Background: an optimization exercise with open tools, aiming at small area and a short achievable clock period. Do not read the settings as production practice. Function was checked by simulation only, so behaviour that the tests miss may differ from the original.

<file path="design/flow/config.mk">
export PLATFORM = sky130hd
export DESIGN_NAME = izhneuron_verilog
export DESIGN_NICKNAME = izhneuron_verilog
export VERILOG_FILES = /design/flow/design.v
export SDC_FILE = /design/flow/constraint.sdc
export NUM_CORES = 4
export LEC_CHECK = 0
export CAP_MARGIN = 20
export CORE_MARGIN = 2
export CORE_UTILIZATION = 40
export SLEW_MARGIN = 20
</file>
<file path="design/flow/constraint.sdc">
create_clock -name core_clock -period 21.0 [get_ports {clk}]
set_input_delay 4.2000 -clock core_clock [delete_from_list [all_inputs] [get_ports {clk}]]
set_output_delay 4.2000 -clock core_clock [all_outputs]
set_load 0.01 [all_outputs]
</file>
<file path="design/flow/design.v">
module izhneuron_verilog(clk, rst, en, WE, Addr, AER_BUS, Weight, spike_out);
input wire clk;
input wire rst;
input wire en;
input wire WE;
input wire [3:0] Addr;
input wire [3:0] AER_BUS;
input wire [10:0] Weight;
output wire spike_out;
reg [10:0] mem0, mem1, mem2, mem3;
reg [3:0] valid;                  
reg [10:0] wout, acc, I;
reg [13:0] N, t;              
wire sel0 = valid[0] & (AER_BUS == 4'd0);
wire sel1 = valid[1] & (AER_BUS == 4'd1);
wire sel2 = valid[2] & (AER_BUS == 4'd2);
wire sel3 = valid[3] & (AER_BUS == 4'd3);
wire [10:0] rdg = ({11{sel0}} & mem0) | ({11{sel1}} & mem1) | ({11{sel2}} & mem2) | ({11{sel3}} & mem3);
wire sm0 = acc[0] ^ wout[0];
wire sc0 = acc[0] & wout[0];
wire sm1 = acc[1] ^ wout[1] ^ sc0;
wire sc1 = (acc[1] & wout[1]) | (acc[1] & sc0) | (wout[1] & sc0);
wire sm2 = acc[2] ^ wout[2] ^ sc1;
wire sc2 = (acc[2] & wout[2]) | (acc[2] & sc1) | (wout[2] & sc1);
wire sm3 = acc[3] ^ wout[3] ^ sc2;
wire sc3 = (acc[3] & wout[3]) | (acc[3] & sc2) | (wout[3] & sc2);
wire sm4 = acc[4] ^ wout[4] ^ sc3;
wire sc4 = (acc[4] & wout[4]) | (acc[4] & sc3) | (wout[4] & sc3);
wire sm5 = acc[5] ^ wout[5] ^ sc4;
wire sc5 = (acc[5] & wout[5]) | (acc[5] & sc4) | (wout[5] & sc4);
wire sm6 = acc[6] ^ wout[6] ^ sc5;
wire sc6 = (acc[6] & wout[6]) | (acc[6] & sc5) | (wout[6] & sc5);
wire sm7 = acc[7] ^ wout[7] ^ sc6;
wire sc7 = (acc[7] & wout[7]) | (acc[7] & sc6) | (wout[7] & sc6);
wire sm8 = acc[8] ^ wout[8] ^ sc7;
wire sc8 = (acc[8] & wout[8]) | (acc[8] & sc7) | (wout[8] & sc7);
wire sm9 = acc[9] ^ wout[9] ^ sc8;
wire sc9 = (acc[9] & wout[9]) | (acc[9] & sc8) | (wout[9] & sc8);
wire sm10 = acc[10] ^ wout[10] ^ sc9;
wire sc10 = (acc[10] & wout[10]) | (acc[10] & sc9) | (wout[10] & sc9);
wire [10:0] sum = {sm10, sm9, sm8, sm7, sm6, sm5, sm4, sm3, sm2, sm1, sm0};
wire [10:0] I_next = en ? sum : I;
wire [10:0] In = {~I[10], I[9:0]};                              
wire [10:0] Inn = {~I_next[10], I_next[9:0]};
wire g1 = N[0] & t[2];
wire p2 = N[0] | t[2];
wire g3 = N[1] & t[3];
wire p4 = N[1] | t[3];
wire g5 = N[2] & t[4];
wire p6 = N[2] | t[4];
wire g7 = N[3] & t[5];
wire p8 = N[3] | t[5];
wire g9 = N[4] & t[6];
wire p10 = N[4] | t[6];
wire g11 = N[5] & t[7];
wire p12 = N[5] | t[7];
wire G13 = g3 | (p4 & g1);
wire P14 = p4 & p2;
wire G15 = g7 | (p8 & g5);
wire P16 = p8 & p6;
wire G17 = g11 | (p12 & g9);
wire P18 = p12 & p10;
wire G19 = g5 | (p6 & G13);
wire P20 = p6 & P14;
wire G21 = G15 | (P16 & G13);
wire P22 = P16 & P14;
wire G23 = g9 | (p10 & G21);
wire P24 = p10 & P22;
wire G25 = G17 | (P18 & G21);
wire P26 = P18 & P22;
wire cdv6 = G25;
wire dvs0 = t[8] ^ N[6] ^ cdv6;
wire dvc0 = (t[8] & N[6]) | (t[8] & cdv6) | (N[6] & cdv6);
wire dvs1 = t[9] ^ N[7] ^ dvc0;
wire dvc1 = (t[9] & N[7]) | (t[9] & dvc0) | (N[7] & dvc0);
wire dvs2 = t[10] ^ N[8] ^ dvc1;
wire dvc2 = (t[10] & N[8]) | (t[10] & dvc1) | (N[8] & dvc1);
wire dvs3 = t[11] ^ N[9] ^ dvc2;
wire dvc3 = (t[11] & N[9]) | (t[11] & dvc2) | (N[9] & dvc2);
wire dvs4 = t[12] ^ N[10] ^ dvc3;
wire dvc4 = (t[12] & N[10]) | (t[12] & dvc3) | (N[10] & dvc3);
wire dvs5 = t[13] ^ N[11] ^ dvc4;
wire dvc5 = (t[13] & N[11]) | (t[13] & dvc4) | (N[11] & dvc4);
wire dvs6 = t[13] ^ N[12] ^ dvc5;
wire dvc6 = (t[13] & N[12]) | (t[13] & dvc5) | (N[12] & dvc5);
wire dvs7 = t[13] ^ N[13] ^ dvc6;
wire [7:0] d = {dvs7, dvs6, dvs5, dvs4, dvs3, dvs2, dvs1, dvs0};
wire nas0 = N[0] ^ ~d[0] ^ 1'b1;
wire nac0 = (N[0] & ~d[0]) | (N[0] & 1'b1) | (~d[0] & 1'b1);
wire nas1 = N[1] ^ ~d[1] ^ nac0;
wire nac1 = (N[1] & ~d[1]) | (N[1] & nac0) | (~d[1] & nac0);
wire nas2 = N[2] ^ ~d[2] ^ nac1;
wire nac2 = (N[2] & ~d[2]) | (N[2] & nac1) | (~d[2] & nac1);
wire nas3 = N[3] ^ ~d[3] ^ nac2;
wire nac3 = (N[3] & ~d[3]) | (N[3] & nac2) | (~d[3] & nac2);
wire nas4 = N[4] ^ ~d[4] ^ nac3;
wire nac4 = (N[4] & ~d[4]) | (N[4] & nac3) | (~d[4] & nac3);
wire nas5 = N[5] ^ ~d[5] ^ nac4;
wire nac5 = (N[5] & ~d[5]) | (N[5] & nac4) | (~d[5] & nac4);
wire nas6 = N[6] ^ ~d[6] ^ nac5;
wire nac6 = (N[6] & ~d[6]) | (N[6] & nac5) | (~d[6] & nac5);
wire nas7 = N[7] ^ ~d[7] ^ nac6;
wire nac7 = (N[7] & ~d[7]) | (N[7] & nac6) | (~d[7] & nac6);
wire nas8 = N[8] ^ ~d[7] ^ nac7;
wire nac8 = (N[8] & ~d[7]) | (N[8] & nac7) | (~d[7] & nac7);
wire nas9 = N[9] ^ ~d[7] ^ nac8;
wire nac9 = (N[9] & ~d[7]) | (N[9] & nac8) | (~d[7] & nac8);
wire nas10 = N[10] ^ ~d[7] ^ nac9;
wire nac10 = (N[10] & ~d[7]) | (N[10] & nac9) | (~d[7] & nac9);
wire nas11 = N[11] ^ ~d[7] ^ nac10;
wire nac11 = (N[11] & ~d[7]) | (N[11] & nac10) | (~d[7] & nac10);
wire nas12 = N[12] ^ ~d[7] ^ nac11;
wire nac12 = (N[12] & ~d[7]) | (N[12] & nac11) | (~d[7] & nac11);
wire nas13 = N[13] ^ ~d[7] ^ nac12;
wire [13:0] N0a = {nas13, nas12, nas11, nas10, nas9, nas8, nas7, nas6, nas5, nas4, nas3, nas2, nas1, nas0};
wire p0_1 = t[0] & t[1];
wire p0_2 = t[0] & t[2];
wire p0_3 = t[0] & t[3];
wire p0_4 = t[0] & t[4];
wire p0_5 = t[0] & t[5];
wire p0_6 = t[0] & t[6];
wire p0_7 = t[0] & t[7];
wire p0_8 = t[0] & t[8];
wire p0_9 = t[0] & t[9];
wire p0_10 = t[0] & t[10];
wire p1_2 = t[1] & t[2];
wire p1_3 = t[1] & t[3];
wire p1_4 = t[1] & t[4];
wire p1_5 = t[1] & t[5];
wire p1_6 = t[1] & t[6];
wire p1_7 = t[1] & t[7];
wire p1_8 = t[1] & t[8];
wire p1_9 = t[1] & t[9];
wire p1_10 = t[1] & t[10];
wire p2_3 = t[2] & t[3];
wire p2_4 = t[2] & t[4];
wire p2_5 = t[2] & t[5];
wire p2_6 = t[2] & t[6];
wire p2_7 = t[2] & t[7];
wire p2_8 = t[2] & t[8];
wire p2_9 = t[2] & t[9];
wire p2_10 = t[2] & t[10];
wire p3_4 = t[3] & t[4];
wire p3_5 = t[3] & t[5];
wire p3_6 = t[3] & t[6];
wire p3_7 = t[3] & t[7];
wire p3_8 = t[3] & t[8];
wire p3_9 = t[3] & t[9];
wire p3_10 = t[3] & t[10];
wire p4_5 = t[4] & t[5];
wire p4_6 = t[4] & t[6];
wire p4_7 = t[4] & t[7];
wire p4_8 = t[4] & t[8];
wire p4_9 = t[4] & t[9];
wire p4_10 = t[4] & t[10];
wire p5_6 = t[5] & t[6];
wire p5_7 = t[5] & t[7];
wire p5_8 = t[5] & t[8];
wire p5_9 = t[5] & t[9];
wire p5_10 = t[5] & t[10];
wire p6_7 = t[6] & t[7];
wire p6_8 = t[6] & t[8];
wire p6_9 = t[6] & t[9];
wire p6_10 = t[6] & t[10];
wire p7_8 = t[7] & t[8];
wire p7_9 = t[7] & t[9];
wire p7_10 = t[7] & t[10];
wire p8_9 = t[8] & t[9];
wire p8_10 = t[8] & t[10];
wire p9_10 = t[9] & t[10];
wire n0 = ~(t[11] & t[0]);
wire n1 = ~(t[11] & t[1]);
wire n2 = ~(t[11] & t[2]);
wire n3 = ~(t[11] & t[3]);
wire n4 = ~(t[11] & t[4]);
wire n5 = ~(t[11] & t[5]);
wire n6 = ~(t[11] & t[6]);
wire n7 = ~(t[11] & t[7]);
wire n8 = ~(t[11] & t[8]);
wire n9 = ~(t[11] & t[9]);
wire s27 = t[2] ^ p0_3 ^ p1_2;
wire k28 = (t[2] & p0_3) | (t[2] & p1_2) | (p0_3 & p1_2);
wire s29 = t[3] ^ p0_5 ^ p1_4;
wire k30 = (t[3] & p0_5) | (t[3] & p1_4) | (p0_5 & p1_4);
wire s31 = p0_6 ^ p1_5 ^ p2_4;
wire k32 = (p0_6 & p1_5) | (p0_6 & p2_4) | (p1_5 & p2_4);
wire s33 = 1'b1 ^ In[0] ^ N[0];
wire k34 = (1'b1 & In[0]) | (1'b1 & N[0]) | (In[0] & N[0]);
wire s35 = t[4] ^ p0_7 ^ p1_6;
wire k36 = (t[4] & p0_7) | (t[4] & p1_6) | (p0_7 & p1_6);
wire s37 = 1'b1 ^ In[1] ^ N[1];
wire k38 = (1'b1 & In[1]) | (1'b1 & N[1]) | (In[1] & N[1]);
wire s39 = p0_8 ^ p1_7 ^ p2_6;
wire k40 = (p0_8 & p1_7) | (p0_8 & p2_6) | (p1_7 & p2_6);
wire s41 = In[2] ^ N[2] ^ t[5];
wire k42 = (In[2] & N[2]) | (In[2] & t[5]) | (N[2] & t[5]);
wire s43 = p0_9 ^ p1_8 ^ p2_7;
wire k44 = (p0_9 & p1_8) | (p0_9 & p2_7) | (p1_8 & p2_7);
wire s45 = 1'b1 ^ In[3] ^ N[3];
wire k46 = (1'b1 & In[3]) | (1'b1 & N[3]) | (In[3] & N[3]);
wire s47 = p0_10 ^ p1_9 ^ p2_8;
wire k48 = (p0_10 & p1_9) | (p0_10 & p2_8) | (p1_9 & p2_8);
wire s49 = 1'b1 ^ In[4] ^ N[4];
wire k50 = (1'b1 & In[4]) | (1'b1 & N[4]) | (In[4] & N[4]);
wire s51 = t[6] ^ n0 ^ p1_10;
wire k52 = (t[6] & n0) | (t[6] & p1_10) | (n0 & p1_10);
wire s53 = p2_9 ^ p3_8 ^ p4_7;
wire k54 = (p2_9 & p3_8) | (p2_9 & p4_7) | (p3_8 & p4_7);
wire s55 = In[5] ^ N[5] ^ n1;
wire k56 = (In[5] & N[5]) | (In[5] & n1) | (N[5] & n1);
wire s57 = p2_10 ^ p3_9 ^ p4_8;
wire k58 = (p2_10 & p3_9) | (p2_10 & p4_8) | (p3_9 & p4_8);
wire s59 = In[6] ^ N[6] ^ t[7];
wire k60 = (In[6] & N[6]) | (In[6] & t[7]) | (N[6] & t[7]);
wire s61 = n2 ^ p3_10 ^ p4_9;
wire k62 = (n2 & p3_10) | (n2 & p4_9) | (p3_10 & p4_9);
wire s63 = In[7] ^ N[7] ^ n3;
wire k64 = (In[7] & N[7]) | (In[7] & n3) | (N[7] & n3);
wire s65 = p4_10 ^ p5_9 ^ p6_8;
wire k66 = (p4_10 & p5_9) | (p4_10 & p6_8) | (p5_9 & p6_8);
wire s67 = In[8] ^ N[8] ^ t[8];
wire k68 = (In[8] & N[8]) | (In[8] & t[8]) | (N[8] & t[8]);
wire s69 = n4 ^ p5_10 ^ p6_9;
wire k70 = (n4 & p5_10) | (n4 & p6_9) | (p5_10 & p6_9);
wire s71 = In[9] ^ N[9] ^ n5;
wire k72 = (In[9] & N[9]) | (In[9] & n5) | (N[9] & n5);
wire s73 = In[10] ^ N[10] ^ t[9];
wire k74 = (In[10] & N[10]) | (In[10] & t[9]) | (N[10] & t[9]);
wire s75 = n6 ^ p7_10 ^ p8_9;
wire k76 = (n6 & p7_10) | (n6 & p8_9) | (p7_10 & p8_9);
wire s77 = 1'b1 ^ N[11] ^ n7;
wire k78 = (1'b1 & N[11]) | (1'b1 & n7) | (N[11] & n7);
wire s79 = 1'b1 ^ N[12] ^ t[10];
wire k80 = (1'b1 & N[12]) | (1'b1 & t[10]) | (N[12] & t[10]);
wire s81 = 1'b1 ^ N[13] ^ n9;
wire k82 = (1'b1 & N[13]) | (1'b1 & n9) | (N[13] & n9);
wire s83 = p0_4 ^ p1_3 ^ k28;
wire k84 = (p0_4 & p1_3) | (p0_4 & k28) | (p1_3 & k28);
wire s85 = p2_5 ^ p3_4 ^ s33;
wire k86 = (p2_5 & p3_4) | (p2_5 & s33) | (p3_4 & s33);
wire s87 = p3_5 ^ k34 ^ s37;
wire k88 = (p3_5 & k34) | (p3_5 & s37) | (k34 & s37);
wire s89 = p3_6 ^ p4_5 ^ k38;
wire k90 = (p3_6 & p4_5) | (p3_6 & k38) | (p4_5 & k38);
wire s91 = s41 ^ k40 ^ s43;
wire k92 = (s41 & k40) | (s41 & s43) | (k40 & s43);
wire s93 = p3_7 ^ p4_6 ^ k42;
wire k94 = (p3_7 & p4_6) | (p3_7 & k42) | (p4_6 & k42);
wire s95 = s45 ^ k44 ^ s47;
wire k96 = (s45 & k44) | (s45 & s47) | (k44 & s47);
wire s97 = p5_6 ^ k46 ^ s49;
wire k98 = (p5_6 & k46) | (p5_6 & s49) | (k46 & s49);
wire s99 = k48 ^ s51 ^ s53;
wire k100 = (k48 & s51) | (k48 & s53) | (s51 & s53);
wire s101 = p5_7 ^ k50 ^ k52;
wire k102 = (p5_7 & k50) | (p5_7 & k52) | (k50 & k52);
wire s103 = k54 ^ s55 ^ s57;
wire k104 = (k54 & s55) | (k54 & s57) | (s55 & s57);
wire s105 = p5_8 ^ p6_7 ^ s59;
wire k106 = (p5_8 & p6_7) | (p5_8 & s59) | (p6_7 & s59);
wire s107 = k56 ^ k58 ^ s61;
wire k108 = (k56 & k58) | (k56 & s61) | (k58 & s61);
wire s109 = k60 ^ k62 ^ s63;
wire k110 = (k60 & k62) | (k60 & s63) | (k62 & s63);
wire s111 = p7_8 ^ s67 ^ k64;
wire k112 = (p7_8 & s67) | (p7_8 & k64) | (s67 & k64);
wire s113 = p6_10 ^ p7_9 ^ k68;
wire k114 = (p6_10 & p7_9) | (p6_10 & k68) | (p7_9 & k68);
wire s115 = s73 ^ k72 ^ s75;
wire k116 = (s73 & k72) | (s73 & s75) | (k72 & s75);
wire s117 = p8_10 ^ k74 ^ k76;
wire k118 = (p8_10 & k74) | (p8_10 & k76) | (k74 & k76);
wire s119 = n8 ^ p9_10 ^ s79;
wire k120 = (n8 & p9_10) | (n8 & s79) | (p9_10 & s79);
wire s121 = p2_3 ^ s29 ^ k84;
wire k122 = (p2_3 & s29) | (p2_3 & k84) | (s29 & k84);
wire s123 = k32 ^ s35 ^ s85;
wire k124 = (k32 & s35) | (k32 & s85) | (s35 & s85);
wire s125 = k36 ^ s39 ^ k86;
wire k126 = (k36 & s39) | (k36 & k86) | (s39 & k86);
wire s127 = k88 ^ s89 ^ s91;
wire k128 = (k88 & s89) | (k88 & s91) | (s89 & s91);
wire s129 = k90 ^ s93 ^ k92;
wire k130 = (k90 & s93) | (k90 & k92) | (s93 & k92);
wire s131 = k94 ^ s97 ^ k96;
wire k132 = (k94 & s97) | (k94 & k96) | (s97 & k96);
wire s133 = k98 ^ k100 ^ s101;
wire k134 = (k98 & k100) | (k98 & s101) | (k100 & s101);
wire s135 = s105 ^ k102 ^ k104;
wire k136 = (s105 & k102) | (s105 & k104) | (k102 & k104);
wire s137 = s65 ^ k106 ^ k108;
wire k138 = (s65 & k106) | (s65 & k108) | (k106 & k108);
wire s139 = k66 ^ s69 ^ k110;
wire k140 = (k66 & s69) | (k66 & k110) | (s69 & k110);
wire s141 = k70 ^ s71 ^ s113;
wire k142 = (k70 & s71) | (k70 & s113) | (s71 & s113);
wire s143 = s77 ^ k116 ^ s117;
wire k144 = (s77 & k116) | (s77 & s117) | (k116 & s117);
wire s145 = k78 ^ s119 ^ k118;
wire k146 = (k78 & s119) | (k78 & k118) | (s119 & k118);
wire s147 = k80 ^ s81 ^ k120;
wire k148 = (k80 & s81) | (k80 & k120) | (s81 & k120);
wire s149 = k30 ^ s31;
wire k150 = k30 & s31;
wire s151 = s87 ^ k124;
wire k152 = s87 & k124;
wire s153 = k126 ^ s127;
wire k154 = k126 & s127;
wire s155 = s95 ^ k128 ^ s129;
wire k156 = (s95 & k128) | (s95 & s129) | (k128 & s129);
wire s157 = s99 ^ k130 ^ s131;
wire k158 = (s99 & k130) | (s99 & s131) | (k130 & s131);
wire s159 = s103 ^ k132 ^ s133;
wire k160 = (s103 & k132) | (s103 & s133) | (k132 & s133);
wire s161 = s107 ^ k134 ^ s135;
wire k162 = (s107 & k134) | (s107 & s135) | (k134 & s135);
wire s163 = s109 ^ k136 ^ s137;
wire k164 = (s109 & k136) | (s109 & s137) | (k136 & s137);
wire s165 = s111 ^ k138 ^ s139;
wire k166 = (s111 & k138) | (s111 & s139) | (k138 & s139);
wire s167 = k112 ^ s141 ^ k140;
wire k168 = (k112 & s141) | (k112 & k140) | (s141 & k140);
wire s169 = k114 ^ s115 ^ k142;
wire k170 = (k114 & s115) | (k114 & k142) | (s115 & k142);
wire g171 = t[0] & 1'b0;
wire p172 = t[0] | 1'b0;
wire g173 = 1'b0 & 1'b0;
wire p174 = 1'b0 | 1'b0;
wire g175 = t[1] & p0_1;
wire p176 = t[1] | p0_1;
wire g177 = p0_2 & 1'b0;
wire p178 = p0_2 | 1'b0;
wire g179 = s27 & 1'b0;
wire p180 = s27 | 1'b0;
wire g181 = s83 & 1'b0;
wire p182 = s83 | 1'b0;
wire g183 = s121 & 1'b0;
wire p184 = s121 | 1'b0;
wire g185 = s149 & k122;
wire p186 = s149 | k122;
wire G187 = g173 | (p174 & g171);
wire P188 = p174 & p172;
wire G189 = g177 | (p178 & g175);
wire P190 = p178 & p176;
wire G191 = g181 | (p182 & g179);
wire P192 = p182 & p180;
wire G193 = g185 | (p186 & g183);
wire P194 = p186 & p184;
wire G195 = g175 | (p176 & G187);
wire P196 = p176 & P188;
wire G197 = G189 | (P190 & G187);
wire P198 = P190 & P188;
wire G199 = g183 | (p184 & G191);
wire P200 = p184 & P192;
wire G201 = G193 | (P194 & G191);
wire P202 = P194 & P192;
wire G203 = g179 | (p180 & G197);
wire P204 = p180 & P198;
wire G205 = G191 | (P192 & G197);
wire P206 = P192 & P198;
wire G207 = G199 | (P200 & G197);
wire P208 = P200 & P198;
wire G209 = G201 | (P202 & G197);
wire P210 = P202 & P198;
wire lc8 = G209;
wire s211 = k150 ^ s123;
wire k212 = k150 & s123;
wire s213 = s125 ^ s151;
wire k214 = s125 & s151;
wire s215 = k152 ^ s153;
wire k216 = k152 & s153;
wire s217 = k154 ^ s155;
wire k218 = k154 & s155;
wire s219 = k156 ^ s157;
wire k220 = k156 & s157;
wire s221 = k158 ^ s159;
wire k222 = k158 & s159;
wire s223 = k160 ^ s161;
wire k224 = k160 & s161;
wire s225 = k162 ^ s163;
wire k226 = k162 & s163;
wire s227 = k164 ^ s165;
wire k228 = k164 & s165;
wire s229 = k166 ^ s167;
wire k230 = k166 & s167;
wire s231 = s169 ^ k168;
wire k232 = s169 & k168;
wire s233 = s143 ^ k170;
wire k234 = s143 & k170;
wire s235 = k144 ^ s145;
wire k236 = k144 & s145;
wire s237 = s147 ^ k146;
wire k238 = s147 & k146;
wire g239 = s211 & lc8;
wire x241 = s211 ^ lc8;
wire g242 = k212 & s213;
wire x244 = k212 ^ s213;
wire g245 = k214 & s215;
wire x247 = k214 ^ s215;
wire g248 = k216 & s217;
wire x250 = k216 ^ s217;
wire g251 = k218 & s219;
wire x253 = k218 ^ s219;
wire g254 = k220 & s221;
wire x256 = k220 ^ s221;
wire g257 = k222 & s223;
wire x259 = k222 ^ s223;
wire g260 = k224 & s225;
wire x262 = k224 ^ s225;
wire g263 = k226 & s227;
wire x265 = k226 ^ s227;
wire g266 = s229 & k228;
wire x268 = s229 ^ k228;
wire g269 = s231 & k230;
wire x271 = s231 ^ k230;
wire g272 = s233 & k232;
wire x274 = s233 ^ k232;
wire g275 = s235 & k234;
wire x277 = s235 ^ k234;
wire g278 = s237 & k236;
wire x280 = s237 ^ k236;
wire o281 = s211 | lc8;
wire o282 = k212 | s213;
wire o283 = k214 | s215;
wire o284 = k216 | s217;
wire o285 = k218 | s219;
wire o286 = k220 | s221;
wire o287 = k222 | s223;
wire o288 = k224 | s225;
wire o289 = k226 | s227;
wire o290 = s229 | k228;
wire o291 = s231 | k230;
wire o292 = s233 | k232;
wire o293 = s235 | k234;
wire G294 = g242 | (o282 & g239);
wire P295 = o282 & o281;
wire G296 = g248 | (o284 & g245);
wire P297 = o284 & o283;
wire G298 = g254 | (o286 & g251);
wire P299 = o286 & o285;
wire G300 = g260 | (o288 & g257);
wire P301 = o288 & o287;
wire G302 = g266 | (o290 & g263);
wire P303 = o290 & o289;
wire G304 = g272 | (o292 & g269);
wire P305 = o292 & o291;
wire G306 = g245 | (o283 & G294);
wire P307 = o283 & P295;
wire G308 = G296 | (P297 & G294);
wire P309 = P297 & P295;
wire G310 = g257 | (o287 & G298);
wire P311 = o287 & P299;
wire G312 = G300 | (P301 & G298);
wire P313 = P301 & P299;
wire G314 = g269 | (o291 & G302);
wire P315 = o291 & P303;
wire G316 = G304 | (P305 & G302);
wire P317 = P305 & P303;
wire G318 = g251 | (o285 & G308);
wire P319 = o285 & P309;
wire G320 = G298 | (P299 & G308);
wire P321 = P299 & P309;
wire G322 = G310 | (P311 & G308);
wire P323 = P311 & P309;
wire G324 = G312 | (P313 & G308);
wire P325 = P313 & P309;
wire G326 = g275 | (o293 & G316);
wire P327 = o293 & P317;
wire G328 = g263 | (o289 & G324);
wire P329 = o289 & P325;
wire G330 = G302 | (P303 & G324);
wire P331 = P303 & P325;
wire G332 = G314 | (P315 & G324);
wire P333 = P315 & P325;
wire G334 = G316 | (P317 & G324);
wire P335 = P317 & P325;
wire G336 = G326 | (P327 & G324);
wire P337 = P327 & P325;
wire wsn = x280 ^ G336;
wire s338 = 1'b1 ^ ~In[0] ^ k150;
wire k339 = (1'b1 & ~In[0]) | (1'b1 & k150) | (~In[0] & k150);
wire s340 = 1'b1 ^ ~In[1] ^ s125;
wire k341 = (1'b1 & ~In[1]) | (1'b1 & s125) | (~In[1] & s125);
wire s342 = 1'b1 ^ ~In[2] ^ k152;
wire k343 = (1'b1 & ~In[2]) | (1'b1 & k152) | (~In[2] & k152);
wire s344 = 1'b1 ^ ~In[3] ^ k154;
wire k345 = (1'b1 & ~In[3]) | (1'b1 & k154) | (~In[3] & k154);
wire s346 = 1'b1 ^ ~In[4] ^ k156;
wire k347 = (1'b1 & ~In[4]) | (1'b1 & k156) | (~In[4] & k156);
wire s348 = ~In[5] ^ k158 ^ s159;
wire k349 = (~In[5] & k158) | (~In[5] & s159) | (k158 & s159);
wire s350 = 1'b1 ^ ~In[6] ^ k160;
wire k351 = (1'b1 & ~In[6]) | (1'b1 & k160) | (~In[6] & k160);
wire s352 = ~In[7] ^ k162 ^ s163;
wire k353 = (~In[7] & k162) | (~In[7] & s163) | (k162 & s163);
wire s354 = 1'b1 ^ ~In[8] ^ k164;
wire k355 = (1'b1 & ~In[8]) | (1'b1 & k164) | (~In[8] & k164);
wire s356 = 1'b1 ^ ~In[9] ^ k166;
wire k357 = (1'b1 & ~In[9]) | (1'b1 & k166) | (~In[9] & k166);
wire s358 = ~In[10] ^ s169 ^ k168;
wire k359 = (~In[10] & s169) | (~In[10] & k168) | (s169 & k168);
wire s360 = 1'b1 ^ s143 ^ k170;
wire k361 = (1'b1 & s143) | (1'b1 & k170) | (s143 & k170);
wire s362 = 1'b1 ^ k144 ^ s145;
wire k363 = (1'b1 & k144) | (1'b1 & s145) | (k144 & s145);
wire s364 = 1'b1 ^ s147 ^ k146;
wire k365 = (1'b1 & s147) | (1'b1 & k146) | (s147 & k146);
wire s366 = s123 ^ s338;
wire k367 = s123 & s338;
wire s368 = k339 ^ s151 ^ s340;
wire k369 = (k339 & s151) | (k339 & s340) | (s151 & s340);
wire s370 = k341 ^ s153 ^ s342;
wire k371 = (k341 & s153) | (k341 & s342) | (s153 & s342);
wire s372 = s155 ^ k343 ^ s344;
wire k373 = (s155 & k343) | (s155 & s344) | (k343 & s344);
wire s374 = s157 ^ k345 ^ s346;
wire k375 = (s157 & k345) | (s157 & s346) | (k345 & s346);
wire s376 = k347 ^ s348;
wire k377 = k347 & s348;
wire s378 = s161 ^ s350 ^ k349;
wire k379 = (s161 & s350) | (s161 & k349) | (s350 & k349);
wire s380 = k351 ^ s352;
wire k381 = k351 & s352;
wire s382 = s165 ^ s354 ^ k353;
wire k383 = (s165 & s354) | (s165 & k353) | (s354 & k353);
wire s384 = s167 ^ k355 ^ s356;
wire k385 = (s167 & k355) | (s167 & s356) | (k355 & s356);
wire s386 = k357 ^ s358;
wire k387 = k357 & s358;
wire s388 = s360 ^ k359;
wire k389 = s360 & k359;
wire s390 = s362 ^ k361;
wire k391 = s362 & k361;
wire s392 = s364 ^ k363;
wire k393 = s364 & k363;
wire s394 = s366 ^ lc8 ^ ~d[0];
wire k395 = (s366 & lc8) | (s366 & ~d[0]) | (lc8 & ~d[0]);
wire s396 = k367 ^ s368 ^ ~d[1];
wire k397 = (k367 & s368) | (k367 & ~d[1]) | (s368 & ~d[1]);
wire s398 = k369 ^ s370 ^ ~d[2];
wire k399 = (k369 & s370) | (k369 & ~d[2]) | (s370 & ~d[2]);
wire s400 = k371 ^ s372 ^ ~d[3];
wire k401 = (k371 & s372) | (k371 & ~d[3]) | (s372 & ~d[3]);
wire s402 = k373 ^ s374 ^ ~d[4];
wire k403 = (k373 & s374) | (k373 & ~d[4]) | (s374 & ~d[4]);
wire s404 = s376 ^ k375 ^ ~d[5];
wire k405 = (s376 & k375) | (s376 & ~d[5]) | (k375 & ~d[5]);
wire s406 = k377 ^ s378 ^ ~d[6];
wire k407 = (k377 & s378) | (k377 & ~d[6]) | (s378 & ~d[6]);
wire s408 = s380 ^ k379 ^ d[7];
wire k409 = (s380 & k379) | (s380 & d[7]) | (k379 & d[7]);
wire s410 = k381 ^ s382 ^ Inn[8];
wire k411 = (k381 & s382) | (k381 & Inn[8]) | (s382 & Inn[8]);
wire s412 = k383 ^ s384 ^ Inn[9];
wire k413 = (k383 & s384) | (k383 & Inn[9]) | (s384 & Inn[9]);
wire s414 = s386 ^ k385 ^ Inn[10];
wire k415 = (s386 & k385) | (s386 & Inn[10]) | (k385 & Inn[10]);
wire s416 = Inn[1] ^ k395 ^ s396;
wire k417 = (Inn[1] & k395) | (Inn[1] & s396) | (k395 & s396);
wire s418 = Inn[2] ^ k397 ^ s398;
wire k419 = (Inn[2] & k397) | (Inn[2] & s398) | (k397 & s398);
wire s420 = Inn[3] ^ k399 ^ s400;
wire k421 = (Inn[3] & k399) | (Inn[3] & s400) | (k399 & s400);
wire s422 = Inn[4] ^ k401 ^ s402;
wire k423 = (Inn[4] & k401) | (Inn[4] & s402) | (k401 & s402);
wire s424 = Inn[5] ^ k403 ^ s404;
wire k425 = (Inn[5] & k403) | (Inn[5] & s404) | (k403 & s404);
wire s426 = Inn[6] ^ k405 ^ s406;
wire k427 = (Inn[6] & k405) | (Inn[6] & s406) | (k405 & s406);
wire s428 = Inn[7] ^ k407 ^ s408;
wire k429 = (Inn[7] & k407) | (Inn[7] & s408) | (k407 & s408);
wire s430 = s388 ^ k387 ^ k415;
wire k431 = (s388 & k387) | (s388 & k415) | (k387 & k415);
wire s432 = ~spk ^ k421;
wire k433 = ~spk & k421;
wire s434 = k423 ^ s424;
wire k435 = k423 & s424;
wire s436 = ~spk ^ k425 ^ s426;
wire k437 = (~spk & k425) | (~spk & s426) | (k425 & s426);
wire s438 = k427 ^ s428;
wire k439 = k427 & s428;
wire s440 = k409 ^ s410 ^ k429;
wire k441 = (k409 & s410) | (k409 & k429) | (s410 & k429);
wire s442 = k411 ^ s412;
wire k443 = k411 & s412;
wire s444 = k413 ^ s414;
wire k445 = k413 & s414;
wire s446 = s390 ^ k389;
wire k447 = s390 & k389;
wire s448 = s392 ^ k391;
wire k449 = s392 & k391;
wire g450 = Inn[0] & s394;
wire x452 = Inn[0] ^ s394;
wire g453 = s416 & 1'b0;
wire x455 = s416 ^ 1'b0;
wire g456 = k417 & s418;
wire x458 = k417 ^ s418;
wire g459 = k419 & s420;
wire x461 = k419 ^ s420;
wire g462 = s422 & s432;
wire x464 = s422 ^ s432;
wire g465 = k433 & s434;
wire x467 = k433 ^ s434;
wire g468 = k435 & s436;
wire x470 = k435 ^ s436;
wire g471 = s438 & k437;
wire x473 = s438 ^ k437;
wire g474 = k439 & s440;
wire x476 = k439 ^ s440;
wire g477 = s442 & k441;
wire x479 = s442 ^ k441;
wire g480 = k443 & s444;
wire x482 = k443 ^ s444;
wire g483 = k445 & s430;
wire x485 = k445 ^ s430;
wire g486 = s446 & k431;
wire x488 = s446 ^ k431;
wire g489 = s448 & k447;
wire x491 = s448 ^ k447;
wire G492 = g453 | (x455 & g450);
wire P493 = x455 & x452;
wire G494 = g459 | (x461 & g456);
wire P495 = x461 & x458;
wire G496 = g465 | (x467 & g462);
wire P497 = x467 & x464;
wire G498 = g471 | (x473 & g468);
wire P499 = x473 & x470;
wire G500 = g477 | (x479 & g474);
wire P501 = x479 & x476;
wire G502 = g483 | (x485 & g480);
wire P503 = x485 & x482;
wire G504 = g489 | (x491 & g486);
wire P505 = x491 & x488;
wire G506 = g456 | (x458 & G492);
wire P507 = x458 & P493;
wire G508 = G494 | (P495 & G492);
wire P509 = P495 & P493;
wire G510 = g468 | (x470 & G496);
wire P511 = x470 & P497;
wire G512 = G498 | (P499 & G496);
wire P513 = P499 & P497;
wire G514 = g480 | (x482 & G500);
wire P515 = x482 & P501;
wire G516 = G502 | (P503 & G500);
wire P517 = P503 & P501;
wire G518 = g462 | (x464 & G508);
wire P519 = x464 & P509;
wire G520 = G496 | (P497 & G508);
wire P521 = P497 & P509;
wire G522 = G510 | (P511 & G508);
wire P523 = P511 & P509;
wire G524 = G512 | (P513 & G508);
wire P525 = P513 & P509;
wire G526 = g486 | (x488 & G516);
wire P527 = x488 & P517;
wire G528 = G504 | (P505 & G516);
wire P529 = P505 & P517;
wire G530 = g474 | (x476 & G524);
wire P531 = x476 & P525;
wire G532 = G500 | (P501 & G524);
wire P533 = P501 & P525;
wire G534 = G514 | (P515 & G524);
wire P535 = P515 & P525;
wire G536 = G516 | (P517 & G524);
wire P537 = P517 & P525;
wire G538 = G526 | (P527 & G524);
wire P539 = P527 & P525;
wire G540 = G528 | (P529 & G524);
wire P541 = P529 & P525;
wire [13:0] y;
assign y[0] = x452 ^ 1'b0;
assign y[1] = x455 ^ g450;
assign y[2] = x458 ^ G492;
assign y[3] = x461 ^ G506;
assign y[4] = x464 ^ G508;
assign y[5] = x467 ^ G518;
assign y[6] = x470 ^ G520;
assign y[7] = x473 ^ G522;
assign y[8] = x476 ^ G524;
assign y[9] = x479 ^ G530;
assign y[10] = x482 ^ G532;
assign y[11] = x485 ^ G534;
assign y[12] = x488 ^ G536;
assign y[13] = x491 ^ G538;
wire nns0 = N0a[4] ^ spk ^ 1'b0;
wire nnc0 = (N0a[4] & spk) | (N0a[4] & 1'b0) | (spk & 1'b0);
wire nns1 = N0a[5] ^ spk ^ nnc0;
wire nnc1 = (N0a[5] & spk) | (N0a[5] & nnc0) | (spk & nnc0);
wire nns2 = N0a[6] ^ 1'b0 ^ nnc1;
wire nnc2 = (N0a[6] & 1'b0) | (N0a[6] & nnc1) | (1'b0 & nnc1);
wire nns3 = N0a[7] ^ spk ^ nnc2;
wire nnc3 = (N0a[7] & spk) | (N0a[7] & nnc2) | (spk & nnc2);
wire nns4 = N0a[8] ^ spk ^ nnc3;
wire nnc4 = (N0a[8] & spk) | (N0a[8] & nnc3) | (spk & nnc3);
wire nns5 = N0a[9] ^ spk ^ nnc4;
wire nnc5 = (N0a[9] & spk) | (N0a[9] & nnc4) | (spk & nnc4);
wire nns6 = N0a[10] ^ spk ^ nnc5;
wire nnc6 = (N0a[10] & spk) | (N0a[10] & nnc5) | (spk & nnc5);
wire nns7 = N0a[11] ^ spk ^ nnc6;
wire nnc7 = (N0a[11] & spk) | (N0a[11] & nnc6) | (spk & nnc6);
wire nns8 = N0a[12] ^ spk ^ nnc7;
wire nnc8 = (N0a[12] & spk) | (N0a[12] & nnc7) | (spk & nnc7);
wire nns9 = N0a[13] ^ spk ^ nnc8;
wire [13:0] N_next = {nns9, nns8, nns7, nns6, nns5, nns4, nns3, nns2, nns1, nns0, N0a[3:0]};
wire signed [13:0] ts = t;
wire f = ts < -14'sd1285;               
wire spk = f | ~wsn;
assign spike_out = ~rst & spk;
wire g = ~y[13] & (y[12:0] > 13'd1068);
wire [13:0] t_next = (f | g) ? 14'd118 : y;
always @(posedge clk) begin
	if (WE && Addr[3:2] == 2'b00) begin
		case (Addr[1:0])
			2'd0: mem0 <= Weight;
			2'd1: mem1 <= Weight;
			2'd2: mem2 <= Weight;
			default: mem3 <= Weight;
		endcase
	end
	if (rst) begin
		valid <= 4'b0000;
		wout <= 11'd0; acc <= 11'd0; I <= 11'd0;
		N <= 14'd16112; t <= 14'd118;
	end else begin
		if (WE && Addr[3:2] == 2'b00) valid[Addr[1:0]] <= 1'b1;
		if (!WE) wout <= rdg;
		acc <= en ? 11'd0 : sum;
		I <= I_next;
		N <= N_next;
		t <= t_next;
	end
end
endmodule
</file>
<file path="design/flow/flow/run.sh">
#!/bin/bash
set -e
cp standard.sh standard.sh.log
export SETUP_SLACK_MARGIN=${FLOW_SETUP_MARGIN:-12.3}
export BUFFER_PORTS_ARGS="-buffer_cell sky130_fd_sc_hd__buf_2"
bash standard.sh synth > synth.log 2>&1
R=orfs/results/sky130hd/izhneuron_verilog/base
cp $R/1_2_yosys.v yosys_netlist_before_polar.v.log
python3 flow/polar.py $R/1_2_yosys.v $R/1_2_yosys.polar.v > polar.log 2>&1
mv $R/1_2_yosys.polar.v $R/1_2_yosys.v
rm -f $R/1_synth.odb
bash standard.sh > standard.log 2>&1
</file>
<file path="design/flow/flow/polar.py">
#!/usr/bin/env python3
"""Re-polarise full adders in a mapped sky130hd netlist to remove inverters.

A full adder is self-dual: FA(~a, ~b, ~c) = (~sum, ~cout). Flipping an adder
complements what its inputs must carry and what its outputs carry, so the
inverters around it can move or vanish. Likewise a gate with a complementary
cell (and2/nand2, or2/nor2, xor2/xnor2, ...) can be swapped for it with its
output's polarity flipped. A simulated-annealing search picks the flips that
leave the least inverter and gate area. The netlist's function is unchanged.
usage: polar.py in.v out.v
"""
import re
import sys
import random
from collections import defaultdict

src = open(sys.argv[1]).read()
cell_re = re.compile(r'^(\s*)(sky130_fd_sc_hd__\w+)\s+(\\\S+\s|\S+)\s*\((.*?)\);\n', re.S | re.M)
pin_re = re.compile(r'\.(\w+)\(\s*([^()]*?)\s*\)')
OUTPINS = {'X', 'Y', 'SUM', 'COUT', 'Q', 'Q_N', 'HI', 'LO'}

cells = []
for m in cell_re.finditer(src):
    pins = [(p, n) for p, n in pin_re.findall(m.group(4))]
    cells.append({'span': m.span(), 'ind': m.group(1), 'type': m.group(2), 'name': m.group(3), 'pins': pins})

outports = set()
for m in re.finditer(r'^\s*output\s+(\[[^\]]*\]\s*)?([^;]+);', src, re.M):
    rng, names = m.group(1), m.group(2)
    for nm in names.split(','):
        nm = nm.strip()
        if rng:
            hi, lo = map(int, re.findall(r'-?\d+', rng))
            for i in range(min(hi, lo), max(hi, lo) + 1):
                outports.add(f"{nm}[{i}]")
        else:
            outports.add(nm)

def is_inv(c):
    return re.match(r'sky130_fd_sc_hd__(inv|clkinv)_\d+$', c['type']) is not None

def is_fa(c):
    return re.match(r'sky130_fd_sc_hd__fa_\d+$', c['type']) is not None

# inverters that can be dissolved: input and output both internal nets
inv_of = {}   # output net -> input net
dissolve = set()
for i, c in enumerate(cells):
    if is_inv(c):
        d = dict(c['pins'])
        if d['Y'] not in outports:
            inv_of[d['Y']] = d['A']
            dissolve.add(i)

def root(net):
    p = 0
    while net in inv_of:
        net = inv_of[net]
        p ^= 1
    return net, p

COMP = {}
for a, b in [('and2', 'nand2'), ('or2', 'nor2'), ('and3', 'nand3'), ('or3', 'nor3'),
             ('and4', 'nand4'), ('or4', 'nor4'), ('xor2', 'xnor2')]:
    for d in ('0', '1', '2', '4'):
        COMP[f'sky130_fd_sc_hd__{a}_{d}'] = f'sky130_fd_sc_hd__{b}_{d}'
        COMP[f'sky130_fd_sc_hd__{b}_{d}'] = f'sky130_fd_sc_hd__{a}_{d}'
libsrc = open('/OpenROAD-flow-scripts/flow/platforms/sky130hd/lib/sky130_fd_sc_hd__tt_025C_1v80.lib').read() if len(sys.argv) < 4 else open(sys.argv[3]).read()
AREA = {m.group(1): float(m.group(2)) for m in re.finditer(r'cell \("(sky130_fd_sc_hd__\w+)"\)\s*\{.*?\barea\s*:\s*([\d.]+)', libsrc, re.S)}
OUTMAP = {}   # pin names of the complementary cell
for k in list(COMP):
    if k not in AREA or COMP[k] not in AREA:
        del COMP[k]

def is_gate_flip(c):
    return c['type'] in COMP and all(p in ('A', 'B', 'C', 'D', 'X', 'Y') for p, _ in c['pins'])

driver_fa = {}  # net -> flippable cell index
for i, c in enumerate(cells):
    if is_fa(c):
        for p, n in c['pins']:
            if p in ('SUM', 'COUT'):
                driver_fa[n] = i
    elif is_gate_flip(c):
        for p, n in c['pins']:
            if p in ('X', 'Y'):
                driver_fa[n] = i

# consumers: (cell index, pin, root, parity wanted in original terms)
cons = []
for i, c in enumerate(cells):
    if i in dissolve:
        continue
    for p, n in c['pins']:
        if p in OUTPINS:
            continue
        r, par = root(n)
        cons.append((i, p, r, par))
# output ports driven through dissolved inverters need the driving literal too:
# none, since inverters on output ports are kept.

fas = [i for i, c in enumerate(cells) if is_fa(c)]
gates = [i for i, c in enumerate(cells) if is_gate_flip(c)]
flip = {i: 0 for i in fas + gates}
fa_set = set(fas)

def phys(r):
    i = driver_fa.get(r)
    return flip[i] if i is not None else 0

def need(con):
    i, p, r, par = con
    want = par ^ (flip[i] if i in fa_set else 0)
    return r, want ^ phys(r)    # 1: consumer needs the complement of the physical net

INV = AREA['sky130_fd_sc_hd__inv_1']

def garea(i):
    c = cells[i]
    return AREA[COMP[c['type']]] if flip[i] else AREA[c['type']]

def cost():
    s = set()
    for con in cons:
        r, w = need(con)
        if w:
            s.add(r)
    return INV * len(s) + sum(garea(i) for i in gates)

by_root = defaultdict(list)
for k, con in enumerate(cons):
    by_root[con[2]].append(k)
fa_roots = defaultdict(set)
for k, con in enumerate(cons):
    if con[0] in flip:
        fa_roots[con[0]].add(con[2])
for i in fas + gates:
    for p, n in cells[i]['pins']:
        if p in ('SUM', 'COUT', 'X', 'Y'):
            fa_roots[i].add(n)

def local(rs, i):
    t = 0
    for r in rs:
        if any(need(cons[k])[1] for k in by_root[r]):
            t += INV
    if i in flip and i not in fa_set:
        t += garea(i)
    return t

best = cost()
start = best
random.seed(1)
import math
order = fas + gates
cur = best
best_flip = dict(flip)
T0, T1, steps = 4.0, 0.05, 60000
for step in range(steps):
    T = T0 * (T1 / T0) ** (step / steps)
    i = order[random.randrange(len(order))]
    rs = fa_roots[i]
    before = local(rs, i)
    flip[i] ^= 1
    after = local(rs, i)
    dlt = after - before
    if dlt <= 0 or random.random() < math.exp(-dlt / T):
        cur += dlt
        if cur < best - 1e-9:
            best = cur
            best_flip = dict(flip)
    else:
        flip[i] ^= 1
flip.update(best_flip)
# greedy polish
while True:
    improved = False
    for i in order:
        rs = fa_roots[i]
        before = local(rs, i)
        flip[i] ^= 1
        if local(rs, i) < before - 1e-9:
            improved = True
        else:
            flip[i] ^= 1
    if not improved:
        break
final = cost()

# rewrite
inv_net = {}
new_cells = []
k = 0
def esc(n):
    return n + " " if n.startswith("\\") else n


def inverted(r):
    global k
    if r not in inv_net:
        k += 1
        inv_net[r] = f"_pol{k}_"
        new_cells.append(f"  sky130_fd_sc_hd__inv_1 _polinv{k}_ (\n    .A({esc(r)}),\n    .Y(_pol{k}_)\n  );\n")
    return inv_net[r]

newpins = defaultdict(dict)
for con in cons:
    i, p, r, par = con
    rr, w = need(con)
    newpins[i][p] = inverted(rr) if w else rr

out = []
pos = 0
for i, c in enumerate(cells):
    a, b = c['span']
    out.append(src[pos:a])
    pos = b
    if i in dissolve:
        continue
    ctype = COMP[c['type']] if (i in flip and i not in fa_set and flip[i]) else c['type']
    pins = []
    outpin = None
    if ctype != c['type']:
        outpin = 'Y' if re.search(r'__(nand|nor|xnor)', ctype) else 'X'
    for p, n in c['pins']:
        if outpin and p in ('X', 'Y'):
            p2 = outpin
        else:
            p2 = p
        pins.append((p2, newpins[i].get(p, n)))
    body = ",\n".join(f"    .{p}({esc(n)})" for p, n in pins)
    out.append(f"{c['ind']}{ctype} {c['name']}{'' if c['name'].endswith(' ') else ' '}(\n{body}\n  );\n")
tail = src[pos:]
ei = tail.rindex('endmodule')
out.append(tail[:ei])
out.extend(new_cells)
out.append(tail[ei:])
res = "".join(out)
# declare the new nets after the module header's last wire declaration
decl = "".join(f"  wire _pol{j}_;\n" for j in range(1, k + 1))
m = list(re.finditer(r'^\s*wire [^;]*;\n', res, re.M))
p = m[-1].end()
res = res[:p] + decl + res[p:]
open(sys.argv[2], 'w').write(res)
sys.stderr.write(f"polar: {len(fas)} adders, {len(gates)} gates, {sum(flip.values())} flipped, "
                 f"{len(dissolve)} inverters removed, {k} added (cost {start:.1f} -> {final:.1f})\n")
</file>
<file path="design/flow/standard.sh">
#!/bin/bash
# synth_recipe.tcl (not shown) runs the flow's synth.tcl, then flattens the netlist and writes it again
# the make line also repeats each setting of config.mk as NAME=value (left out here)
make -C /OpenROAD-flow-scripts/flow DESIGN_CONFIG=/design/flow/config.mk WORK_HOME=/design/flow/orfs CLKGATE_MAP_FILE= SYNTH_SCRIPT=/design/flow/synth_recipe.tcl "${@:-finish}"
</file>
==> results.toml, run 1 <==
[setup_path]
r2r_end = "N[13]"
critical_path_class = "reg2out"
path_cells = "nand2_4 > fa_1 > fa_2 > fa_1 > fa_1 > inv_2 > ha_4 > o22ai_2 > or3_4 > nor4_4 > nor3_2 > a211oi_2 > o22ai_4 > nor2_4 > buf_6"
reg2reg_depth = 29
r2r-start = "t[0]"
crit_path_max_incr_delay_ns = 0.56
critPathLaunchType = "flop"
crit_slowest_cell = "fa_1"
cpLargestDelayFamily = "adder cells"
path_buf_inv = 2
cp-end-kind = "output pin"
worstPathMaxFanout = 6
worstPathRequired_ns = 16.80
crit_top_cell = "fa_1"
rrSetupSlack_ns = 12.62
worstPathArrival_ns = 4.68

[logic_synthesis]
syn_nets = 972
synth_area_sq_um = 8450
synthCells = 757
syn_area_per_cell_sq_um = 11.2
ys_warn_count = 1

[timing]
worst_pin_slew_ns = 0.735
fmax_ghz = 0.113
period_needed_ns = 8.88
finalCritPeriodShare_pct = 42.3
hold_ws_ns = 0.468
slew_headroom_pct = 50.3
slew_viol_final = 0
setup_viol_count_final = 0
setup_tns_ns = 0
hold_viol = 0
rsz0062_at_grt = "true"
clock_skew_ns = 0.0109
setup_slack_ns = 12.12

[cts]
cts_buffer_depth = 2
cts.sinks = 109
cts_made_buffers = 9
htree_num_levels = 3
path_clk_slew_ns = 0.07
holdBufCountCts = 0
tritoncts = "built"
cts_root_buf = "clkbuf_16"
insertion_delay_ns = 0.35

[routing]
wl_per_cell_um = 17.0
finalWirelength_mm = 18.2
vias = 5334
drtIter0Drc = 234
ant_nets = 0
avgViaCountPerCell = 4.97
drc = 0
first_pass_iters = 5

[finish]
nets = 1008
area_growth_pct = 13.6
antenna_cells = 0
final_util_pct = 45.9
instances_no_fill = 1073
layout-drive-gt1-share_pct = 16.4
final_common_cell = "fa_1"
design_area_sq_um = 9600
final_cell_mix = "121 x fa_1, 96 x inv_1, 61 x ha_1"

[global_route]
grt_max_degree = 26
grtUsageTotal_pct = 17.3
grt_first_pass_wirelength_mm = 29.5
antenna_found_initial = 0
grt_pass1_vias = 5485
overflow = 0

[floorplan]
start_util_pct = 40.4
boundaryPins = 24
fp.dieH_um = 149
core_area_sq_um = 20900
num_rows = 53
die_w_um = 149
fp.dieArea_sq_um = 22300

[min_path]
hold_class = "reg2reg"
holdPathEnd = "valid[3]"
hp-start = "valid[3]"
whs_path_depth = 2

[placed_design]
gp_congestion = 0.843
dpl.hpwl_mm = 13.9
placedInstanceArea_sq_um = 8850
dp_cells = 1033
io_buffer_count = 23
post-place-ws_ns = 11.87

[run_status]
status = "no timing/DRC/antenna violations"

[flow_run]
drv_cap = 0
## cell type report
| type | instances | area, sq um |
|---|---|---|
| sequential | 109 | 2670 |
| multi-input combinational | 524 | 5510 |
| inverter | 98 | 372 |
| clock inverter | 7 | 90.1 |
| fill | 1952 | 11300 |
| tap | 275 | 344 |
| timing repair buffer | 51 | 388 |
| clock buffer | 9 | 225 |
## sequential cells by signal, indices dropped and copies added, names as in the netlist
register  flops
valid         4
N            14
mem3         11
mem1         11
I            11
acc          11
mem2         11
mem0         11
wout         11
t            14
## metal layers
metal	up-vias	wire length [um]	global-route usage (%)
met1	2698	8470	24.6
met5	-	0	0
met4	0	78	2.67
met2	77	9180	28.9
li1	2555	-	-
met3	4	501	2.57
## worst reg2reg max path: cells and delay by family (launching register included)
kind / cells / cell delay (ns)
fa+ha+maj: 13 / 5.03
mux: 1 / 0.06
xor+xnor: 2 / 0.33
flops: 1 / 0.41
simple gates: 5 / 1.03
buf+inv: 4 / 0.58
compound gates: 4 / 0.81
## what timing repair did
action                     4_1_cts  5_1_grt
setup endpoints to repair        3       13
gates cloned                     2        0
hold endpoints to repair         0        0
setup buffers                    4       18
pin swaps                        6       14
resized for setup               38       23
## worst max-delay path by stage
| stage | slack [ns] | startpoint | cells after the start | endpoint |
|---|---|---|---|---|
| after floorplan | 12.23 | rst | 3 | spike_out |
| after global placement | 11.93 | rst | 4 | spike_out |
| after detailed placement | 11.87 | t[9] | 15 | spike_out |
| after CTS | 12.19 | rst | 4 | spike_out |
| after global routing | 11.99 | t[0] | 15 | spike_out |
| final | 12.12 | t[0] | 15 | spike_out |
==> inputs of run 2 (changes only) <==
--- a/design/flow/flow/run.sh
+++ b/design/flow/flow/run.sh
@@ -2,5 +2,5 @@
 set -e
 cp standard.sh standard.sh.log
-export SETUP_SLACK_MARGIN=${FLOW_SETUP_MARGIN:-12.3}
+export SETUP_SLACK_MARGIN=${FLOW_SETUP_MARGIN:-11.8}
 export BUFFER_PORTS_ARGS="-buffer_cell sky130_fd_sc_hd__buf_2"
 bash standard.sh synth > synth.log 2>&1
==> run 2 against run 1 <==
  * Maximum frequency is 1.9% lower
  * First-iteration DRC count is 6.0% higher
  * Worst hold slack worse by 0.00094 ns
  * Clock skew hardly changed
  * Final cell count is 1.8% lower
  * Synthesized cell count stayed put
  * Flip-flop and latch count stayed put
  * Global-route usage is 0.12 points lower
  * Register-to-register slack better by 0.06 ns
  * Largest cell class unchanged
  * Highest routed layer unchanged
==> results.toml, run 2 <==
[run_status]
status = "no timing/DRC/antenna violations"

[logic_synthesis]
ys_warn_count = 1
synth_area_sq_um = 8450
syn_nets = 972
synthCells = 757
syn_area_per_cell_sq_um = 11.2

[global_route]
grtUsageTotal_pct = 17.2
grt_max_degree = 45
grtUsageMet1_pct = 24.4
grt_first_pass_wirelength_mm = 29.0
grt_busiest_layer = "met2"
grt_pass1_vias = 5443
antenna_found_initial = 0
grt_use_met2_pct = 27.7
overflow = 0
use_met3_pct = 3.24

[routing]
first_pass_iters = 5
wl_per_cell_um = 16.5
ant_nets = 0
avgViaCountPerCell = 4.89
drc = 0
finalWirelength_mm = 17.4
vias = 5155
drtIter0Drc = 248

[min_path]
hold_class = "reg2reg"
holdPathEnd = "valid[0]"
hp-start = "valid[0]"
whs_path_depth = 2

[setup_path]
r2r-start = "t[0]"
worstPathMaxFanout = 44
worstPathArrival_ns = 4.84
critical_path_class = "in2out"
critPathLaunchType = "input pin"
reg2reg_depth = 27
r2r_end = "N[13]"
cp-end-kind = "output pin"
worstPathRequired_ns = 16.80
rrSetupSlack_ns = 12.68

[finish]
seqCellArea_sq_um = 2670
multi_input_area_sq_um = 5410
reg_top3 = "N (14), t (14)"
final_cell_mix = "128 x fa_1, 97 x inv_1, 64 x ha_1"
fillCellCount = 1973
layout-drive-gt1-share_pct = 11.8
final_common_cell = "fa_1"
final_util_pct = 44.4
area_growth_pct = 9.66
antenna_cells = 0
nets = 989

[floorplan]
fp.dieH_um = 149
boundaryPins = 24
num_rows = 53
start_util_pct = 40.4
die_w_um = 149
fp.dieArea_sq_um = 22300
core_area_sq_um = 20900

[placed_design]
gp_congestion = 0.866
io_buffer_count = 23
dpl.hpwl_mm = 14.1

[timing]
clock_skew_ns = 0.0111
rsz0062_at_grt = "false"
worst_pin_slew_ns = 0.846
fmax_ghz = 0.111
hold_ws_ns = 0.467
slew_viol_final = 0
setup_tns_ns = 0
finalCritPeriodShare_pct = 43.1
period_needed_ns = 9.04
setup_viol_count_final = 0
slew_headroom_pct = 43.6
hold_viol = 0

[cts]
cts.sinks = 109
insertion_delay_ns = 0.36
cts_buffer_depth = 2
cts_root_buf = "clkbuf_16"
holdBufCountCts = 0
cts_made_buffers = 9
htree_num_levels = 3
path_clk_slew_ns = 0.07
tritoncts = "built"

[flow_run]
drv_cap = 0
## run 2: area by class of cell
cell class	count	share of cell area, %
multi-input combinational	524	58.3
clock inverter	5	0.459
timing repair buffer	32	2.01
inverter	98	3.97
tap	275	3.71
clock buffer	11	2.73
sequential	109	28.8
## run 2: per-layer routing
layer / wire, um / vias up
met2: 8400 / 35
met3: 364 / 11
li1: - / 2523
met1: 8410 / 2586
met4: 182 / 0
met5: 0 / -
## run 2: worst max path at each step
stage,from,end,cells past startpoint
after detailed placement,rst,spike_out,4
after floorplan,rst,spike_out,3
after global placement,rst,spike_out,4
after global routing,I[2],spike_out,15
final,rst,spike_out,4
after CTS,t[3],spike_out,14
## run 2: metrics by stage
step	cells	cell area (sq um)	setup WS [ns]
3_3_place_gp	1033	8840	11.86
5_1_grt	1054	9270	11.81
4_1_cts	1049	9180	11.84
2_1_floorplan	757	8450	11.99
3_5_place_dp	1033	8840	11.85
6_report	1054	9270	11.96
## run 2: repair_timing
action                                  in CTS  in global routing
gates resized for setup                     17                 16
endpoints found under the setup margin       1                  1
pin swaps                                    0                  3
buffers inserted                             0                  5
## run 2: critical path, stage by stage
cell,delay [ns]
buf_2,0.09
buf_6,0.30
nor2_1,0.08
buf_2,0.15
==> inputs of run 3 (changes only) <==
--- a/design/flow/flow/run.sh
+++ b/design/flow/flow/run.sh
@@ -2,5 +2,5 @@
 set -e
 cp standard.sh standard.sh.log
-export SETUP_SLACK_MARGIN=${FLOW_SETUP_MARGIN:-11.8}
+export SETUP_SLACK_MARGIN=${FLOW_SETUP_MARGIN:-11.9}
 export BUFFER_PORTS_ARGS="-buffer_cell sky130_fd_sc_hd__buf_2"
 bash standard.sh synth > synth.log 2>&1
==> run 3 against run 2 <==
  * Maximum frequency about the same
  * Highest routed layer unchanged
  * Design area up 1.5%
  * Synthesized cell count unchanged
  * Core utilization up 0.66 points
  * Critical path depth unchanged
==> results.toml, run 3 <==
[setup_path]
crit_slowest_cell = "buf_6"
path_buf_inv = 3
cp-end-kind = "output pin"
critical_path_class = "in2out"
crit_path_max_incr_delay_ns = 0.30
worstPathMaxFanout = 44
path_cells = "buf_2 > buf_6 > nor2_1 > buf_2"
cpLargestDelayFamily = "buffers and inverters"
worstPathArrival_ns = 4.84
crit_top_cell = "buf_2"
worstPathRequired_ns = 16.80
critPathLaunchType = "input pin"

[timing]
hold_viol = 0
clock_skew_ns = 0.0102
finalCritPeriodShare_pct = 43.1
setup_viol_count_final = 0
period_needed_ns = 9.04
worst_pin_slew_ns = 0.874
rsz0062_at_grt = "false"
slew_headroom_pct = 41.7
fmax_ghz = 0.111
setup_tns_ns = 0
hold_ws_ns = 0.467
setup_slack_ns = 11.96
slew_viol_final = 0

[finish]
final_common_cell = "fa_1"
design_area_sq_um = 9400
reg_top3 = "N (14), t (14)"
nets = 1005
area_growth_pct = 11.3
final_util_pct = 45.0
instances_no_fill = 1070
layout-drive-gt1-share_pct = 14.1
final_cell_mix = "128 x fa_1, 96 x inv_1, 63 x ha_1"
antenna_cells = 0

[routing]
first_pass_iters = 4
wl_per_cell_um = 16.5
avgViaCountPerCell = 4.91
drc = 0
finalWirelength_mm = 17.7
vias = 5255
ant_nets = 0
drtIter0Drc = 235

[global_route]
grt_max_degree = 45
overflow = 0
antenna_found_initial = 0
grt_pass1_vias = 5443
grt_first_pass_wirelength_mm = 29.0
grtUsageTotal_pct = 17.2

[cts]
cts_made_buffers = 9
cts_root_buf = "clkbuf_16"
holdBufCountCts = 0
htree_num_levels = 3
cts.sinks = 109
insertion_delay_ns = 0.36
path_clk_slew_ns = 0.07
cts_buffer_depth = 2
tritoncts = "built"

[floorplan]
num_rows = 53
core_area_sq_um = 20900
fp.dieArea_sq_um = 22300
start_util_pct = 40.4
fp.dieH_um = 149
die_w_um = 149
boundaryPins = 24

[placed_design]
dpl.hpwl_mm = 14.1
io_buffer_count = 23
gp_congestion = 0.866
dp_cells = 1033
placedInstanceArea_sq_um = 8840
post-place-ws_ns = 11.85

[logic_synthesis]
synthCells = 757
synth_area_sq_um = 8450
syn_area_per_cell_sq_um = 11.2
syn_nets = 972
ys_warn_count = 1

[run_status]
status = "no timing/DRC/antenna violations"

[min_path]
hold_class = "reg2reg"

[flow_run]
drv_cap = 0
run 3: path summary, 6_finish.rpt:
check,start,slack (ns),to,cells past startpoint
worst max-delay path,rst,11.96,spike_out,4
worst min-delay path,valid[0],0.47,valid[0],2
worst max register to register,t[2],12.64,N[13],28
worst min register to register,valid[0],0.47,valid[0],2
run 3: routing by layer:
| layer | up-vias | global-route usage [%] | wire length, um |
|---|---|---|---|
| met5 | - | 0 | 0 |
| met4 | 0 | 3.67 | 182 |
| met3 | 11 | 3.24 | 449 |
| met2 | 57 | 27.7 | 8540 |
| met1 | 2635 | 24.4 | 8520 |
| li1 | 2552 | - | - |
run 3: layout make-up:
cell class	instances	area [sq um]
clock inverters	5	42.5
flip-flops and latches	109	2670
repair buffers	48	302
clock buffers	11	253
inverters	98	368
fillers	1976	11500
multi-input cells	524	5420
well taps	275	344
run 3: tightest hold or removal path: stages (launching register included):
cell	delay [ns]
dfxtp_1	0.32
nor2_1	0.04
nor2_1	0.07
run 3: what timing repair did:
action / CTS / global route
pin swaps: 1 / 5
gates cloned: 0 / 0
setup endpoints to repair: 1 / 1
setup buffers: 0 / 21
gates resized for setup: 26 / 13
==> inputs of run 4 (changes only) <==
--- a/design/flow/flow/run.sh
+++ b/design/flow/flow/run.sh
@@ -2,5 +2,5 @@
 set -e
 cp standard.sh standard.sh.log
-export SETUP_SLACK_MARGIN=${FLOW_SETUP_MARGIN:-11.9}
+export SETUP_SLACK_MARGIN=${FLOW_SETUP_MARGIN:-12}
 export BUFFER_PORTS_ARGS="-buffer_cell sky130_fd_sc_hd__buf_2"
 bash standard.sh synth > synth.log 2>&1
--- a/design/flow/config.mk
+++ b/design/flow/config.mk
@@ -9,3 +9,4 @@
 export CORE_MARGIN = 2
 export CORE_UTILIZATION = 40
+export PLACE_DENSITY = 0.5
 export SLEW_MARGIN = 20
==> run 4 against run 3 <==
  * Non-clock buffer count grew 1
  * Synthesized cell count is the same
  * Setup slack gained 0.11 ns
  * Sequential share of layout area shrank 0.13 points
  * Design area grew 0.40%
  * Flip-flop and latch count is the same
  * Core utilization grew 0.18 points
  * Critical endpoint unchanged
==> results.toml, run 4 <==
[timing]
finalCritPeriodShare_pct = 42.6
period_needed_ns = 8.94
worst_pin_slew_ns = 0.917
hold_viol = 0
setup_viol_count_final = 0
clock_skew_ns = 0.00817
slew_viol_final = 0
setup_slack_ns = 12.06
fmax_ghz = 0.112
slew_headroom_pct = 38.4
rsz0062_at_grt = "false"
setup_tns_ns = 0

[cts]
path_clk_slew_ns = 0.07
cts_root_buf = "clkbuf_16"
cts_made_buffers = 9
cts.sinks = 109
insertion_delay_ns = 0.35
cts_buffer_depth = 2
tritoncts = "built"
htree_num_levels = 3
holdBufCountCts = 0

[finish]
reg_top3 = "N (14), t (14)"
final_cell_mix = "120 x fa_1, 96 x inv_1, 62 x ha_1"
final_util_pct = 45.2
layout-drive-gt1-share_pct = 15.0
final_common_cell = "fa_1"
area_growth_pct = 11.7
nets = 1006
antenna_cells = 0

[min_path]
hold_class = "reg2reg"

[routing]
vias = 5334
drtIter0Drc = 156
avgViaCountPerCell = 4.99
first_pass_iters = 4
drc = 0
finalWirelength_mm = 18.9
wl_per_cell_um = 17.6
ant_nets = 0

[floorplan]
fp.dieH_um = 149
boundaryPins = 24
die_w_um = 149
core_area_sq_um = 20900
num_rows = 53
start_util_pct = 40.4
fp.dieArea_sq_um = 22300

[logic_synthesis]
syn_nets = 972
ys_warn_count = 1
synth_area_sq_um = 8450
synthCells = 757
syn_area_per_cell_sq_um = 11.2

[placed_design]
gp_congestion = 0.815
io_buffer_count = 23
post-place-ws_ns = 11.85
dpl.hpwl_mm = 15.3

[run_status]
status = "no timing/DRC/antenna violations"

[setup_path]
worstPathArrival_ns = 4.74
critPathLaunchType = "input pin"
rrSetupSlack_ns = 12.43
cp-end-kind = "output pin"
critical_path_class = "in2out"
worstPathRequired_ns = 16.80
worstPathMaxFanout = 44

[global_route]
overflow = 0
grt_first_pass_wirelength_mm = 31.3
grtUsageTotal_pct = 18.5
grt_max_degree = 45
grt_pass1_vias = 5767
antenna_found_initial = 0

[flow_run]
drv_cap = 0
-- run 4: worst max-delay path, stage by stage --
cell and delay, ns:
buf_2 0.10, buf_12 0.22, nor2_1 0.06, buf_2 0.14
-- run 4: worst paths after layout --
kind | startpoint | endpoint | cells past startpoint
setup / recovery | rst | spike_out | 4
hold / removal | valid[0] | valid[0] | 2
setup reg to reg | t[2] | t[1] | 30
hold reg to reg | valid[0] | valid[0] | 2
-- run 4: layout make-up --
| cell class | count | area (sq um) |
|---|---|---|
| Timing Repair Buffer | 49 | 320 |
| Fill cell | 1958 | 11400 |
| Clock buffer | 10 | 229 |
| Sequential cell | 109 | 2670 |
| Multi-Input combinational cell | 524 | 5440 |
| Inverter | 98 | 372 |
| Tap cell | 275 | 344 |
| Clock inverter | 5 | 60.1 |
-- run 4: metal layers --
metal	GRT usage, %	share of wire (%)	vias to the layer above
li1	-	-	2547
met1	26.1	47	2686
met2	30.5	49	84
met3	2.81	2.8	17
met4	3.57	1.3	0
met5	0	0	-
-- run 4: timing repair --
action	in CTS	in global routing
pin swaps	4	10
setup endpoints to repair	2	2
buffers inserted	1	22
gates resized for setup	25	23
-- run 4: metrics by stage --
stage	hold slack [ns]	instance area [sq um]	std cells
finish	0.473	9440	1070
floorplan	0.431	8450	757
CTS	0.473	9200	1048
detailed placement	0.457	8840	1032
global route	0.495	9440	1070
global placement	0.450	8840	1032

[what the ideal ports hide]
The flow's constraints put no driver on any port. The routed layouts listed below were extracted and timed again, unchanged, in two steps.
Step 1 sets driving cells, clkbuf_16 on the clock port and buf_2 on the other inputs (assumed; they add their load-dependent delay and slew).
Step 2, shift: input delay + t, output delay - t, t = (earliest + latest rising clock arrival at the registers) / 2. This alone moves slack from input paths to output paths.
Three values: no drivers, after step 1, after step 2; two values: the first two.
run	t, ns	slack for setup (ns)	pins driven straight from the clock port
run 1	0.383	12.124 / 12.083 / 12.145	1
run 2	0.397	11.955 / 11.931 / 11.931	1
run 3	0.397	11.956 / 11.932 / 11.932	1
run 4	0.385	12.065 / 12.038 / 11.969	1
After both steps every run listed still meets setup and hold. For run 4, which loses most, drivers alone change the setup slack by -0.027 ns; drivers and shift together by -0.096 ns.
